Source: an optimization exercise on an open RTL-to-GDS flow (aim: small area). Production flows keep margins and buffers that such runs may drop.
At most, simulation tests tie the RTL to the original design; equivalence was not proved.
Power is estimated from default activity; no workload was simulated.

==> flow/design.v <==
`timescale 1ns / 1ps
module pcie_cq_engine_64_dword(
  input                               CLK                   ,
  input                               RST_N                 ,
  input      [64-1:0]   M_AXIS_CQ_TDATA       ,
  input                               M_AXIS_CQ_TLAST       ,
  input                               M_AXIS_CQ_TVALID      ,
  input  [88-1:0]   M_AXIS_CQ_TUSER       ,
  input      [64 / 32-1:0]   M_AXIS_CQ_TKEEP       ,
  output                              M_AXIS_CQ_TREADY      ,
  input                       [5:0]   PCIE_CQ_NP_REQ_COUNT  ,
  output                              PCIE_CQ_NO_REQ        ,
  input                               MEM_WR_BUSY           ,
  output     [64-1:0]   MEM_WR_DATA           ,
  output     [32-1:0]   MEM_WR_ADDR           ,
  output     [64 / 8-1:0]   MEM_WR_KEEP           ,
  output                              MEM_WR_VALD           ,
  output                              MEM_WR_ERRO           ,
  output                              MEM_WR_LAST           ,
  output                    [7:0]     st_test
);
reg   [1:0]   st        ;
reg   [63:0]  rData     ;
reg   [7:0]   rKeep     ;
reg           rDisc     ;    
reg           rVald     ;
reg           rBusy0    ;    
reg           rBusy1    ;    
reg   [30:0]  rAddr     ;    
reg   [10:0]  rLeft     ;    
wire beat  = M_AXIS_CQ_TVALID ;
wire sIdle = ~st[1] & ~st[0]  ;
wire sHdr  =  st[1] & ~st[0]  ;
wire sPay  =  st[1] &  st[0]  ;
wire sWait = ~st[1] &  st[0]  ;
wire hdrOk = (M_AXIS_CQ_TDATA[14:11] == 4'b0001) && (M_AXIS_CQ_TDATA[10:0] != 11'd0) ;
wire fall  = rBusy1 & ~rBusy0 ;
always @(posedge CLK) begin
  if ( !RST_N )
    st <= 2'b00 ;
  else if ( sIdle )
    st <= (beat && M_AXIS_CQ_TUSER[40]) ? 2'b10 : 2'b00 ;
  else if ( sHdr )
    st <= beat ? (hdrOk ? 2'b11 : 2'b00) : 2'b10 ;
  else if ( sPay )
    st <= (beat && M_AXIS_CQ_TLAST) ? 2'b01 : 2'b11 ;
  else
    st <= fall ? 2'b00 : 2'b01 ;
end
always @(posedge CLK) begin
  rVald <= RST_N & sPay & beat ;
end
always @(posedge CLK) begin
  rData  <= M_AXIS_CQ_TDATA        ;
  rKeep  <= M_AXIS_CQ_TUSER[15:8]  ;
  rDisc  <= M_AXIS_CQ_TUSER[41]    ;
  rBusy0 <= MEM_WR_BUSY            ;
  rBusy1 <= rBusy0                 ;
end
wire        left2 = |rLeft[10:1] ;
wire        inc2  = rVald & left2 ;
wire        inc1  = rVald & ~left2 & rLeft[0] ;
wire [30:1] ac ;
assign ac[1] = inc2 | (inc1 & rAddr[0]) ;
genvar i ;
generate for (i = 2; i <= 30; i = i + 1) begin : g_ac
  assign ac[i] = ac[i-1] & rAddr[i-1] ;
end endgenerate
wire [10:1] lb ;
assign lb[1] = inc2 ;
generate for (i = 2; i <= 10; i = i + 1) begin : g_lb
  assign lb[i] = lb[i-1] & ~rLeft[i-1] ;
end endgenerate
always @(posedge CLK) begin
  if ( !st[1] )                       
    rAddr <= {1'b0, M_AXIS_CQ_TDATA[31:2]} ;
  else
    rAddr <= {rAddr[30:1] ^ ac, rAddr[0] ^ inc1} ;
end
always @(posedge CLK) begin
  if ( !st[0] )                       
    rLeft <= M_AXIS_CQ_TDATA[10:0] ;
  else
    rLeft <= {rLeft[10:1] ^ lb, rLeft[0] & ~inc1} ;
end
assign M_AXIS_CQ_TREADY = 1'b1 ;
assign PCIE_CQ_NO_REQ   = 1'b0 ;
assign st_test          = {6'd0, st} ;
assign MEM_WR_DATA      = rData ;
assign MEM_WR_ADDR      = {1'b0, rAddr} ;
assign MEM_WR_KEEP      = rKeep ;
assign MEM_WR_VALD      = rVald ;
assign MEM_WR_LAST      = ~st[1] ;
assign MEM_WR_ERRO      = ~st[1] & rDisc ;
endmodule
Settings: LEC_CHECK=0, CAP_MARGIN=20, CORE_MARGIN=2, CORE_UTILIZATION=40, SLEW_MARGIN=20; clock period 4.0 ns.
standard.sh (not shown) runs the stock make flow with config.mk's settings and CLKGATE_MAP_FILE= SYNTH_SCRIPT=/design/flow/synth_recipe.tcl, a recipe that flattens the netlist after the stock synthesis.
==> flow/flow/run.sh <==
#!/bin/bash
# Standard ORFS layout with smaller port buffers and a lighter clock tree.
set -euo pipefail
export BUFFER_PORTS_ARGS="-buffer_cell sky130_fd_sc_hd__buf_1"
export CTS_ARGS="-sink_clustering_enable -repair_clock_nets -dont_use_dummy_load -buf_list {sky130_fd_sc_hd__clkbuf_4 sky130_fd_sc_hd__clkbuf_8}"
bash standard.sh finish > standard_flow.log 2>&1
The first run completed and failed the layout checks on setup timing.
==> next run, changes <==
--- a/flow/design.v
+++ b/flow/design.v
@@ -27,8 +27,9 @@
 reg           rBusy0    ;    
 reg           rBusy1    ;    
 reg   [30:0]  rAddr     ;    
 reg   [10:0]  rLeft     ;    
+reg           rFirst    ;    
 wire beat  = M_AXIS_CQ_TVALID ;
 wire sIdle = ~st[1] & ~st[0]  ;
 wire sHdr  =  st[1] & ~st[0]  ;
 wire sPay  =  st[1] &  st[0]  ;
@@ -56,33 +57,25 @@
   rDisc  <= M_AXIS_CQ_TUSER[41]    ;
   rBusy0 <= MEM_WR_BUSY            ;
   rBusy1 <= rBusy0                 ;
 end
+wire        step  = beat & ~rFirst ;
 wire        left2 = |rLeft[10:1] ;
-wire        inc2  = rVald & left2 ;
-wire        inc1  = rVald & ~left2 & rLeft[0] ;
-wire [30:1] ac ;
-assign ac[1] = inc2 | (inc1 & rAddr[0]) ;
-genvar i ;
-generate for (i = 2; i <= 30; i = i + 1) begin : g_ac
-  assign ac[i] = ac[i-1] & rAddr[i-1] ;
-end endgenerate
-wire [10:1] lb ;
-assign lb[1] = inc2 ;
-generate for (i = 2; i <= 10; i = i + 1) begin : g_lb
-  assign lb[i] = lb[i-1] & ~rLeft[i-1] ;
-end endgenerate
+wire [1:0]  inc   = step ? (left2 ? 2'd2 : {1'b0, rLeft[0]}) : 2'd0 ;
 always @(posedge CLK) begin
   if ( !st[1] )                       
     rAddr <= {1'b0, M_AXIS_CQ_TDATA[31:2]} ;
   else
-    rAddr <= {rAddr[30:1] ^ ac, rAddr[0] ^ inc1} ;
+    rAddr <= rAddr + inc ;
 end
 always @(posedge CLK) begin
   if ( !st[0] )                       
     rLeft <= M_AXIS_CQ_TDATA[10:0] ;
   else
-    rLeft <= {rLeft[10:1] ^ lb, rLeft[0] & ~inc1} ;
+    rLeft <= rLeft - inc ;
+end
+always @(posedge CLK) begin
+  rFirst <= ~st[0] | (rFirst & ~beat) ;
 end
 assign M_AXIS_CQ_TREADY = 1'b1 ;
 assign PCIE_CQ_NO_REQ   = 1'b0 ;
 assign st_test          = {6'd0, st} ;
What happened:
- This time the run completed with no timing, DRC or antenna violations
- worst setup slack gets better by 2.1 ns
- die area went up by 7.7%
- total power falls by 0.65%
- clock-buffer cell count stays the same
- area after synthesis went up by 8.0%
- design area drops by 5.8%
- utilization goes down by 8.6 points
- wire length came out higher by 14%
- non-clock buffer count came out lower by 22
- via count is higher by 26%
No functional check of the RTL was part of the first run of this note.

what the ideal ports hide:
The flow's constraints put no driver on any port. The routed layouts listed below were extracted and timed again, unchanged, in two steps. Step 1 (the two cells are an assumption about what drives the block):
set clk [get_ports {CLK}]
set_driving_cell -lib_cell sky130_fd_sc_hd__clkbuf_16 $clk
set_driving_cell -lib_cell sky130_fd_sc_hd__buf_2 [delete_from_list [all_inputs] $clk]
Step 2, shift: input delay + t, output delay - t, t = (earliest + latest rising clock arrival at the registers) / 2. This alone moves slack from input paths to output paths. Slacks: ideal ports / drivers / drivers and shift; pairs: ideal ports / drivers.
run | shift t [ns] | setup slack, ns | worst hold slack (ns) | worst setup path at the end | worst register clock-pin slew, ns
the first run | 0.436 | -1.846 / -1.846 / -1.846 | 0.391 / 0.391 / 0.391 | register to register | 0.07 / 0.07
the second run | 0.437 | 0.236 / 0.236 / 0.236 | 0.357 / 0.357 / 0.357 | register to register | 0.07 / 0.07
